Context: an optimization exercise on an open-source flow, tuned for small area and a short achievable clock period. The choices shown serve that exercise and are no tape-out recipe.
No functional check of the RTL was part of this run.

==> design.v <==
module dd_cell(input wire [3:0] d, input wire b, output wire [3:0] q, output wire c);
assign c = d[3] | (d[2] & (d[1] | d[0]));
assign q[0] = b;
assign q[1] = (~d[3] & ~d[2] & d[0]) | (d[2] & d[1] & ~d[0]) | (d[3] & ~d[0]);
assign q[2] = (d[1] & (~d[2] | d[0])) | (d[3] & ~d[0]);
assign q[3] = (d[2] & ~d[1] & ~d[0]) | (d[3] & d[0]);
endmodule
module hex_to_dec(
    input wire clk_25MHz,
    input wire [31: 0]hex,
    output wire [31: 0]dec
);
wire [3:0] w1;
wire w1_c;
dd_cell c1(.d({1'b0,hex[26],hex[25],hex[24]}), .b(hex[23]), .q(w1), .c(w1_c));
wire [3:0] w2;
wire w2_c;
dd_cell c2(.d({w1[3],w1[2],w1[1],w1[0]}), .b(hex[22]), .q(w2), .c(w2_c));
wire [3:0] w3;
wire w3_c;
dd_cell c3(.d({w2[3],w2[2],w2[1],w2[0]}), .b(hex[21]), .q(w3), .c(w3_c));
wire [3:0] w4;
wire w4_c;
dd_cell c4(.d({w3[3],w3[2],w3[1],w3[0]}), .b(hex[20]), .q(w4), .c(w4_c));
wire [3:0] w5;
wire w5_c;
dd_cell c5(.d({w4[3],w4[2],w4[1],w4[0]}), .b(hex[19]), .q(w5), .c(w5_c));
wire [3:0] w6;
wire w6_c;
dd_cell c6(.d({w1_c,w2_c,w3_c,w4_c}), .b(w5_c), .q(w6), .c(w6_c));
wire [3:0] w7;
wire w7_c;
dd_cell c7(.d({w5[3],w5[2],w5[1],w5[0]}), .b(hex[18]), .q(w7), .c(w7_c));
wire [3:0] w8;
wire w8_c;
dd_cell c8(.d({w6[3],w6[2],w6[1],w6[0]}), .b(w7_c), .q(w8), .c(w8_c));
wire [3:0] w9;
wire w9_c;
dd_cell c9(.d({w7[3],w7[2],w7[1],w7[0]}), .b(hex[17]), .q(w9), .c(w9_c));
wire [3:0] w10;
wire w10_c;
dd_cell c10(.d({w8[3],w8[2],w8[1],w8[0]}), .b(w9_c), .q(w10), .c(w10_c));
wire [3:0] w11;
wire w11_c;
dd_cell c11(.d({w9[3],w9[2],w9[1],w9[0]}), .b(hex[16]), .q(w11), .c(w11_c));
wire [3:0] w12;
wire w12_c;
dd_cell c12(.d({w10[3],w10[2],w10[1],w10[0]}), .b(w11_c), .q(w12), .c(w12_c));
wire [3:0] w13;
wire w13_c;
dd_cell c13(.d({1'b0,w6_c,w8_c,w10_c}), .b(w12_c), .q(w13), .c(w13_c));
wire [3:0] w14;
wire w14_c;
dd_cell c14(.d({w11[3],w11[2],w11[1],w11[0]}), .b(hex[15]), .q(w14), .c(w14_c));
wire [3:0] w15;
wire w15_c;
dd_cell c15(.d({w12[3],w12[2],w12[1],w12[0]}), .b(w14_c), .q(w15), .c(w15_c));
wire [3:0] w16;
wire w16_c;
dd_cell c16(.d({w13[3],w13[2],w13[1],w13[0]}), .b(w15_c), .q(w16), .c(w16_c));
wire [3:0] w17;
wire w17_c;
dd_cell c17(.d({w14[3],w14[2],w14[1],w14[0]}), .b(hex[14]), .q(w17), .c(w17_c));
wire [3:0] w18;
wire w18_c;
dd_cell c18(.d({w15[3],w15[2],w15[1],w15[0]}), .b(w17_c), .q(w18), .c(w18_c));
wire [3:0] w19;
wire w19_c;
dd_cell c19(.d({w16[3],w16[2],w16[1],w16[0]}), .b(w18_c), .q(w19), .c(w19_c));
wire [3:0] w20;
wire w20_c;
dd_cell c20(.d({w17[3],w17[2],w17[1],w17[0]}), .b(hex[13]), .q(w20), .c(w20_c));
wire [3:0] w21;
wire w21_c;
dd_cell c21(.d({w18[3],w18[2],w18[1],w18[0]}), .b(w20_c), .q(w21), .c(w21_c));
wire [3:0] w22;
wire w22_c;
dd_cell c22(.d({w19[3],w19[2],w19[1],w19[0]}), .b(w21_c), .q(w22), .c(w22_c));
wire [3:0] w23;
wire w23_c;
dd_cell c23(.d({1'b0,w13_c,w16_c,w19_c}), .b(w22_c), .q(w23), .c(w23_c));
wire [3:0] w24;
wire w24_c;
dd_cell c24(.d({w20[3],w20[2],w20[1],w20[0]}), .b(hex[12]), .q(w24), .c(w24_c));
wire [3:0] w25;
wire w25_c;
dd_cell c25(.d({w21[3],w21[2],w21[1],w21[0]}), .b(w24_c), .q(w25), .c(w25_c));
wire [3:0] w26;
wire w26_c;
dd_cell c26(.d({w22[3],w22[2],w22[1],w22[0]}), .b(w25_c), .q(w26), .c(w26_c));
wire [3:0] w27;
wire w27_c;
dd_cell c27(.d({w23[3],w23[2],w23[1],w23[0]}), .b(w26_c), .q(w27), .c(w27_c));
wire [3:0] w28;
wire w28_c;
dd_cell c28(.d({w24[3],w24[2],w24[1],w24[0]}), .b(hex[11]), .q(w28), .c(w28_c));
wire [3:0] w29;
wire w29_c;
dd_cell c29(.d({w25[3],w25[2],w25[1],w25[0]}), .b(w28_c), .q(w29), .c(w29_c));
wire [3:0] w30;
wire w30_c;
dd_cell c30(.d({w26[3],w26[2],w26[1],w26[0]}), .b(w29_c), .q(w30), .c(w30_c));
wire [3:0] w31;
wire w31_c;
dd_cell c31(.d({w27[3],w27[2],w27[1],w27[0]}), .b(w30_c), .q(w31), .c(w31_c));
reg s_d0_0;
reg s_d0_1;
reg s_d0_2;
reg s_d0_3;
reg s_d1_0;
reg s_d1_1;
reg s_d1_2;
reg s_d1_3;
reg s_d2_0;
reg s_d2_1;
reg s_d2_2;
reg s_d2_3;
reg s_d3_0;
reg s_d3_1;
reg s_d3_2;
reg s_d3_3;
reg s_d4_0;
reg s_d4_1;
reg s_d4_2;
reg s_h10;
reg s_h9;
reg s_h8;
reg s_h7;
reg s_h6;
reg s_h5;
reg s_h4;
reg s_h3;
reg s_h2;
reg s_h1;
reg s_h0;
wire [3:0] w32;
wire w32_c;
dd_cell c32(.d({s_d0_3,s_d0_2,s_d0_1,s_d0_0}), .b(s_h10), .q(w32), .c(w32_c));
wire [3:0] w33;
wire w33_c;
dd_cell c33(.d({s_d1_3,s_d1_2,s_d1_1,s_d1_0}), .b(w32_c), .q(w33), .c(w33_c));
wire [3:0] w34;
wire w34_c;
dd_cell c34(.d({s_d2_3,s_d2_2,s_d2_1,s_d2_0}), .b(w33_c), .q(w34), .c(w34_c));
wire [3:0] w35;
wire w35_c;
dd_cell c35(.d({s_d3_3,s_d3_2,s_d3_1,s_d3_0}), .b(w34_c), .q(w35), .c(w35_c));
wire [3:0] w36;
wire w36_c;
dd_cell c36(.d({w32[3],w32[2],w32[1],w32[0]}), .b(s_h9), .q(w36), .c(w36_c));
wire [3:0] w37;
wire w37_c;
dd_cell c37(.d({w33[3],w33[2],w33[1],w33[0]}), .b(w36_c), .q(w37), .c(w37_c));
wire [3:0] w38;
wire w38_c;
dd_cell c38(.d({w34[3],w34[2],w34[1],w34[0]}), .b(w37_c), .q(w38), .c(w38_c));
wire [3:0] w39;
wire w39_c;
dd_cell c39(.d({w35[3],w35[2],w35[1],w35[0]}), .b(w38_c), .q(w39), .c(w39_c));
wire [3:0] w40;
wire w40_c;
dd_cell c40(.d({s_d4_2,s_d4_1,s_d4_0,w35_c}), .b(w39_c), .q(w40), .c(w40_c));
wire [3:0] w41;
wire w41_c;
dd_cell c41(.d({w36[3],w36[2],w36[1],w36[0]}), .b(s_h8), .q(w41), .c(w41_c));
wire [3:0] w42;
wire w42_c;
dd_cell c42(.d({w37[3],w37[2],w37[1],w37[0]}), .b(w41_c), .q(w42), .c(w42_c));
wire [3:0] w43;
wire w43_c;
dd_cell c43(.d({w38[3],w38[2],w38[1],w38[0]}), .b(w42_c), .q(w43), .c(w43_c));
wire [3:0] w44;
wire w44_c;
dd_cell c44(.d({w39[3],w39[2],w39[1],w39[0]}), .b(w43_c), .q(w44), .c(w44_c));
wire [3:0] w45;
wire w45_c;
dd_cell c45(.d({w40[3],w40[2],w40[1],w40[0]}), .b(w44_c), .q(w45), .c(w45_c));
wire [3:0] w46;
wire w46_c;
dd_cell c46(.d({w41[3],w41[2],w41[1],w41[0]}), .b(s_h7), .q(w46), .c(w46_c));
wire [3:0] w47;
wire w47_c;
dd_cell c47(.d({w42[3],w42[2],w42[1],w42[0]}), .b(w46_c), .q(w47), .c(w47_c));
wire [3:0] w48;
wire w48_c;
dd_cell c48(.d({w43[3],w43[2],w43[1],w43[0]}), .b(w47_c), .q(w48), .c(w48_c));
wire [3:0] w49;
wire w49_c;
dd_cell c49(.d({w44[3],w44[2],w44[1],w44[0]}), .b(w48_c), .q(w49), .c(w49_c));
wire [3:0] w50;
wire w50_c;
dd_cell c50(.d({w45[3],w45[2],w45[1],w45[0]}), .b(w49_c), .q(w50), .c(w50_c));
wire [3:0] w51;
wire w51_c;
dd_cell c51(.d({w46[3],w46[2],w46[1],w46[0]}), .b(s_h6), .q(w51), .c(w51_c));
wire [3:0] w52;
wire w52_c;
dd_cell c52(.d({w47[3],w47[2],w47[1],w47[0]}), .b(w51_c), .q(w52), .c(w52_c));
wire [3:0] w53;
wire w53_c;
dd_cell c53(.d({w48[3],w48[2],w48[1],w48[0]}), .b(w52_c), .q(w53), .c(w53_c));
wire [3:0] w54;
wire w54_c;
dd_cell c54(.d({w49[3],w49[2],w49[1],w49[0]}), .b(w53_c), .q(w54), .c(w54_c));
wire [3:0] w55;
wire w55_c;
dd_cell c55(.d({w50[3],w50[2],w50[1],w50[0]}), .b(w54_c), .q(w55), .c(w55_c));
wire [3:0] w56;
wire w56_c;
dd_cell c56(.d({1'b0,w40_c,w45_c,w50_c}), .b(w55_c), .q(w56), .c(w56_c));
wire [3:0] w57;
wire w57_c;
dd_cell c57(.d({w51[3],w51[2],w51[1],w51[0]}), .b(s_h5), .q(w57), .c(w57_c));
wire [3:0] w58;
wire w58_c;
dd_cell c58(.d({w52[3],w52[2],w52[1],w52[0]}), .b(w57_c), .q(w58), .c(w58_c));
wire [3:0] w59;
wire w59_c;
dd_cell c59(.d({w53[3],w53[2],w53[1],w53[0]}), .b(w58_c), .q(w59), .c(w59_c));
wire [3:0] w60;
wire w60_c;
dd_cell c60(.d({w54[3],w54[2],w54[1],w54[0]}), .b(w59_c), .q(w60), .c(w60_c));
wire [3:0] w61;
wire w61_c;
dd_cell c61(.d({w55[3],w55[2],w55[1],w55[0]}), .b(w60_c), .q(w61), .c(w61_c));
wire [3:0] w62;
wire w62_c;
dd_cell c62(.d({w56[3],w56[2],w56[1],w56[0]}), .b(w61_c), .q(w62), .c(w62_c));
wire [3:0] w63;
wire w63_c;
dd_cell c63(.d({w57[3],w57[2],w57[1],w57[0]}), .b(s_h4), .q(w63), .c(w63_c));
wire [3:0] w64;
wire w64_c;
dd_cell c64(.d({w58[3],w58[2],w58[1],w58[0]}), .b(w63_c), .q(w64), .c(w64_c));
wire [3:0] w65;
wire w65_c;
dd_cell c65(.d({w59[3],w59[2],w59[1],w59[0]}), .b(w64_c), .q(w65), .c(w65_c));
wire [3:0] w66;
wire w66_c;
dd_cell c66(.d({w60[3],w60[2],w60[1],w60[0]}), .b(w65_c), .q(w66), .c(w66_c));
wire [3:0] w67;
wire w67_c;
dd_cell c67(.d({w61[3],w61[2],w61[1],w61[0]}), .b(w66_c), .q(w67), .c(w67_c));
wire [3:0] w68;
wire w68_c;
dd_cell c68(.d({w62[3],w62[2],w62[1],w62[0]}), .b(w67_c), .q(w68), .c(w68_c));
wire [3:0] w69;
wire w69_c;
dd_cell c69(.d({w63[3],w63[2],w63[1],w63[0]}), .b(s_h3), .q(w69), .c(w69_c));
wire [3:0] w70;
wire w70_c;
dd_cell c70(.d({w64[3],w64[2],w64[1],w64[0]}), .b(w69_c), .q(w70), .c(w70_c));
wire [3:0] w71;
wire w71_c;
dd_cell c71(.d({w65[3],w65[2],w65[1],w65[0]}), .b(w70_c), .q(w71), .c(w71_c));
wire [3:0] w72;
wire w72_c;
dd_cell c72(.d({w66[3],w66[2],w66[1],w66[0]}), .b(w71_c), .q(w72), .c(w72_c));
wire [3:0] w73;
wire w73_c;
dd_cell c73(.d({w67[3],w67[2],w67[1],w67[0]}), .b(w72_c), .q(w73), .c(w73_c));
wire [3:0] w74;
wire w74_c;
dd_cell c74(.d({w68[3],w68[2],w68[1],w68[0]}), .b(w73_c), .q(w74), .c(w74_c));
wire [3:0] w75;
wire w75_c;
dd_cell c75(.d({1'b0,w56_c,w62_c,w68_c}), .b(w74_c), .q(w75), .c(w75_c));
wire [3:0] w76;
wire w76_c;
dd_cell c76(.d({w69[3],w69[2],w69[1],w69[0]}), .b(s_h2), .q(w76), .c(w76_c));
wire [3:0] w77;
wire w77_c;
dd_cell c77(.d({w70[3],w70[2],w70[1],w70[0]}), .b(w76_c), .q(w77), .c(w77_c));
wire [3:0] w78;
wire w78_c;
dd_cell c78(.d({w71[3],w71[2],w71[1],w71[0]}), .b(w77_c), .q(w78), .c(w78_c));
wire [3:0] w79;
wire w79_c;
dd_cell c79(.d({w72[3],w72[2],w72[1],w72[0]}), .b(w78_c), .q(w79), .c(w79_c));
wire [3:0] w80;
wire w80_c;
dd_cell c80(.d({w73[3],w73[2],w73[1],w73[0]}), .b(w79_c), .q(w80), .c(w80_c));
wire [3:0] w81;
wire w81_c;
dd_cell c81(.d({w74[3],w74[2],w74[1],w74[0]}), .b(w80_c), .q(w81), .c(w81_c));
wire [3:0] w82;
wire w82_c;
dd_cell c82(.d({w75[3],w75[2],w75[1],w75[0]}), .b(w81_c), .q(w82), .c(w82_c));
wire [3:0] w83;
wire w83_c;
dd_cell c83(.d({w76[3],w76[2],w76[1],w76[0]}), .b(s_h1), .q(w83), .c(w83_c));
wire [3:0] w84;
wire w84_c;
dd_cell c84(.d({w77[3],w77[2],w77[1],w77[0]}), .b(w83_c), .q(w84), .c(w84_c));
wire [3:0] w85;
wire w85_c;
dd_cell c85(.d({w78[3],w78[2],w78[1],w78[0]}), .b(w84_c), .q(w85), .c(w85_c));
wire [3:0] w86;
wire w86_c;
dd_cell c86(.d({w79[3],w79[2],w79[1],w79[0]}), .b(w85_c), .q(w86), .c(w86_c));
wire [3:0] w87;
wire w87_c;
dd_cell c87(.d({w80[3],w80[2],w80[1],w80[0]}), .b(w86_c), .q(w87), .c(w87_c));
wire [3:0] w88;
wire w88_c;
dd_cell c88(.d({w81[3],w81[2],w81[1],w81[0]}), .b(w87_c), .q(w88), .c(w88_c));
wire [3:0] w89;
wire w89_c;
dd_cell c89(.d({w82[3],w82[2],w82[1],w82[0]}), .b(w88_c), .q(w89), .c(w89_c));
wire [3:0] w90;
wire w90_c;
dd_cell c90(.d({w83[3],w83[2],w83[1],w83[0]}), .b(s_h0), .q(w90), .c(w90_c));
wire [3:0] w91;
wire w91_c;
dd_cell c91(.d({w84[3],w84[2],w84[1],w84[0]}), .b(w90_c), .q(w91), .c(w91_c));
wire [3:0] w92;
wire w92_c;
dd_cell c92(.d({w85[3],w85[2],w85[1],w85[0]}), .b(w91_c), .q(w92), .c(w92_c));
wire [3:0] w93;
wire w93_c;
dd_cell c93(.d({w86[3],w86[2],w86[1],w86[0]}), .b(w92_c), .q(w93), .c(w93_c));
wire [3:0] w94;
wire w94_c;
dd_cell c94(.d({w87[3],w87[2],w87[1],w87[0]}), .b(w93_c), .q(w94), .c(w94_c));
wire [3:0] w95;
wire w95_c;
dd_cell c95(.d({w88[3],w88[2],w88[1],w88[0]}), .b(w94_c), .q(w95), .c(w95_c));
wire [3:0] w96;
wire w96_c;
dd_cell c96(.d({w89[3],w89[2],w89[1],w89[0]}), .b(w95_c), .q(w96), .c(w96_c));
always @(posedge clk_25MHz) begin
    s_d0_0 <= w28[0];
    s_d0_1 <= w28[1];
    s_d0_2 <= w28[2];
    s_d0_3 <= w28[3];
    s_d1_0 <= w29[0];
    s_d1_1 <= w29[1];
    s_d1_2 <= w29[2];
    s_d1_3 <= w29[3];
    s_d2_0 <= w30[0];
    s_d2_1 <= w30[1];
    s_d2_2 <= w30[2];
    s_d2_3 <= w30[3];
    s_d3_0 <= w31[0];
    s_d3_1 <= w31[1];
    s_d3_2 <= w31[2];
    s_d3_3 <= w31[3];
    s_d4_0 <= w31_c;
    s_d4_1 <= w27_c;
    s_d4_2 <= w23_c;
    s_h10 <= hex[10];
    s_h9 <= hex[9];
    s_h8 <= hex[8];
    s_h7 <= hex[7];
    s_h6 <= hex[6];
    s_h5 <= hex[5];
    s_h4 <= hex[4];
    s_h3 <= hex[3];
    s_h2 <= hex[2];
    s_h1 <= hex[1];
    s_h0 <= hex[0];
end
assign dec = {{w75_c,w82_c,w89_c,w96_c},{w96[3],w96[2],w96[1],w96[0]},{w95[3],w95[2],w95[1],w95[0]},{w94[3],w94[2],w94[1],w94[0]},{w93[3],w93[2],w93[1],w93[0]},{w92[3],w92[2],w92[1],w92[0]},{w91[3],w91[2],w91[1],w91[0]},{w90[3],w90[2],w90[1],w90[0]}};
endmodule
==> run.sh <==
#!/bin/bash
# synth_recipe.tcl (not shown) runs the flow's synth.tcl, then flattens the netlist and writes it again
# the make line also repeats each setting of config.mk as NAME=value (left out here)
make -C /OpenROAD-flow-scripts/flow DESIGN_CONFIG=/design/flow/config.mk WORK_HOME=/design/flow/orfs CLKGATE_MAP_FILE= SYNTH_SCRIPT=/design/flow/synth_recipe.tcl finish
==> config.mk <==
export PLATFORM = sky130hd
export DESIGN_NAME = hex_to_dec
export DESIGN_NICKNAME = hex_to_dec
export VERILOG_FILES = /design/flow/design.v
export SDC_FILE = /design/flow/constraint.sdc
export NUM_CORES = 4
export LEC_CHECK = 0
export ABC_AREA = 1
export ABC_CLOCK_PERIOD_IN_PS = 100000
export CAP_MARGIN = 20
export CORE_MARGIN = 2
export CORE_UTILIZATION = 40
export SLEW_MARGIN = 20
export SYNTH_HIERARCHICAL = 1
export SYNTH_MINIMUM_KEEP_SIZE = 0
==> constraint.sdc <==
create_clock -name core_clock -period 75.0 [get_ports {clk_25MHz}]
set_input_delay 15.0000 -clock core_clock [delete_from_list [all_inputs] [get_ports {clk_25MHz}]]
set_output_delay 15.0000 -clock core_clock [all_outputs]
set_load 0.01 [all_outputs]
==> results.sh <==
export IMPL_clkSlewWorstSetupHoldPaths_ns=0.05
export IMPL_ios=65
export IMPL_ys_warn_count=7
export IMPL_drive_gt1_share_pct=13.69
export IMPL_slowest_delay_ns=0.53
export IMPL_grt_antenna_before_repair=0
export IMPL_grt_usage_pct=13.77
export IMPL_fin_cells=1686
export IMPL_drt_iter0_drc=331
export IMPL_crit_top_cell="nand2_1"
export IMPL_first_global_vias=6372
export IMPL_num_antenna_cells=0
export IMPL_max_freq_mhz=50.87
export IMPL_cts_sinks=30
export IMPL_first_pass_iters=4
export IMPL_min_period_ns=19.66
export IMPL_place_gp_congestion=0.7667
export IMPL_placedCellCount=1678
export IMPL_crit_arrival_ns=4.66
export IMPL_die_h_um=137.4
export IMPL_die_area_mm2=0.01888
export IMPL_cts_hold_fix_buffers=0
export IMPL_synthSimpleGateAreaFrac_pct=57.35
export IMPL_fin_ws_ns=55.34
export IMPL_critPathKind="register to output pin"
export IMPL_rows=48
export IMPL_synth_xor_area_share_pct=0
export IMPL_post_route_period_util_pct=26.21
export IMPL_synth_top_family_by_area="simple AND/OR/NAND/NOR gates"
export IMPL_cts_buffers=5
export IMPL_startpoint_type="register"
export IMPL_rsz0062_at_grt="false"
export IMPL_setup_viol=0
export IMPL_htreeDepth=2
export IMPL_grt_max_degree=11
export IMPL_slew_violations=0
export IMPL_path_max_fanout=4
export IMPL_area_delta_synth_final_pct=4.832
export IMPL_critical_path_slowest_cell="clkdlybuf4s50_1"
export IMPL_clock_path_buffers=2
export IMPL_run_status="no timing/DRC/antenna violations"
export IMPL_grt_pass1_wl_um=23580
export IMPL_synth_compound_area_share_pct=13.49
export IMPL_initial_core_util_pct=41.03
export IMPL_grt_overflow_total=0
export IMPL_finalNetCount=1493
export IMPL_synth_seq_area_share_pct=8.434
export IMPL_die_x_um=137.4
export IMPL_fin_util_pct=43.01
export IMPL_post_cts_buffers=0
export IMPL_fillers=1928
export IMPL_hpwl_um=10910
export IMPL_synth_cell_types=11
export IMPL_setup_tns_ns=0
export IMPL_wirelength_um=12560
export IMPL_hold_viol=0
export IMPL_wl_per_cell_um=7.451
export IMPL_syn_cell_area_mm2=0.007121
export IMPL_post_drt_via_cell_ratio=4.656
export IMPL_core_mm2=0.01736
export IMPL_ant_nets=0
export IMPL_hold_class="input pin to register"
export IMPL_drv_cap=0
export IMPL_synth_seq_cells=30
export IMPL_crit_path_end_kind="output pin"
export IMPL_post_cts_resized=0
export IMPL_io_buffers=59
export IMPL_crit_start="s_d2_0"
export IMPL_synth_adder_area_share_pct=0
export IMPL_endpoint="dec[21]"
export IMPL_dpl_worst_slack_ns=55.28
export IMPL_num_vias=7850
export IMPL_cts_root_buffer="clkbuf_16"
export IMPL_critical_path_required_ns=60.00
export IMPL_synthMuxAreaShare_pct=0
export IMPL_drc=0
export IMPL_final_common_cell="nand2_1"
export IMPL_cts_tree="built"
export IMPL_postSynthAreaPerCell_um2=4.828
export IMPL_mostFrequentLayoutCells="nand2_1 (576), nand3_1 (192)"
export IMPL_syn_inst=1475
-- cell families (layout without fill, tap and decap cells) --
family	after synthesis	in the layout
other	1	20
flip-flops	30	30
AO/OA/AOI/OAI	192	192
AND/OR/NAND/NOR	960	960
buffers and inverters	292	259
-- modules after synthesis (local to each module, per instance) --
module,copies in the design,cells
hex_to_dec,1,35
dd_cell,96,15
-- cell type report --
type                    count  area [um2]  share of cell area [%]
multi-input cells        1172        5120                   68.59
inverters                 192       720.7                   9.655
flip-flops and latches     30       600.6                   8.046
repair buffers             59       590.6                   7.911
well taps                 225       281.5                   3.771
clock buffers               6       138.9                   1.861
clock inverters             2       12.51                  0.1676
-- cell usage after synthesis, drive strengths merged --
library cell  number  area share [%]
inv              192              10
conb               1           0.053
nor2              96             5.1
dfxtp             30             8.4
o21ai            192              13
nand2            672              39
nand3            192              13
buf              100              11
-- through the flow --
step / area, um2 / hold WS, ns
final: 7465 / 15.17
after global routing: 7465 / 15.16
after CTS: 7465 / 15.16
after detailed placement: 7313 / 15.45
after global placement: 7313 / 15.45
after floorplan: 7192 / 15.03
-- how the worst min path moves through the flow --
| stage | startpoint | end | slack [ns] | cells past startpoint |
|---|---|---|---|---|
| 2_1_floorplan | hex[0] | s_h0 | 15.03 | 0 |
| 3_3_place_gp | hex[0] | s_h0 | 15.45 | 1 |
| 3_5_place_dp | hex[11] | s_d0_0 | 15.45 | 1 |
| 4_1_cts | hex[4] | s_h4 | 15.16 | 1 |
| 5_1_grt | hex[6] | s_h6 | 15.16 | 1 |
| 6_report | hex[9] | s_h9 | 15.17 | 1 |
-- worst max-delay path: cells and delay by family, from the launching register on --
kind                   cells  cell delay [ns]
buffers and inverters      5             0.90
DFF                        1             0.34
AOI/OAI and AO/OA          7             1.57
and+or+nand+nor           18             1.58
-- metal layers --
layer / vias to the layer above / track usage (%) / part of all wire [%]
li1: 4524 / - / -
met1: 3267 / 17.66 / 52
met2: 54 / 25.68 / 46
met3: 5 / 0.6255 / 1.6
met4: 0 / 2.405 / 0.64
met5: - / 0 / 0

==> static timing again, ports no longer ideal <==
No port has a modelled driver above. Below, the same layout with a new extraction and two added sets of constraints. Step 1 (the two cells are an assumption about what drives the block):
set clk [get_ports {clk_25MHz}]
set_driving_cell -lib_cell sky130_fd_sc_hd__clkbuf_16 $clk
set_driving_cell -lib_cell sky130_fd_sc_hd__buf_2 [delete_from_list [all_inputs] $clk]
Step 2, shift: input delay + t, output delay - t, t = (earliest + latest rising clock arrival at the registers) / 2. This alone moves slack from input paths to output paths. Three values: ideal ports, drivers, drivers and shift; two values: the first two.
t, ns: 0.303
setup slack, ns: 55.343 / 55.311 / 55.244
worst hold slack (ns): 15.166 / 15.156 / 15.459
worst setup path at the end: input to register
After both steps this run still meets setup and hold. The setup slack of this run moves by -0.032 ns with the drivers and by -0.099 ns with both steps.
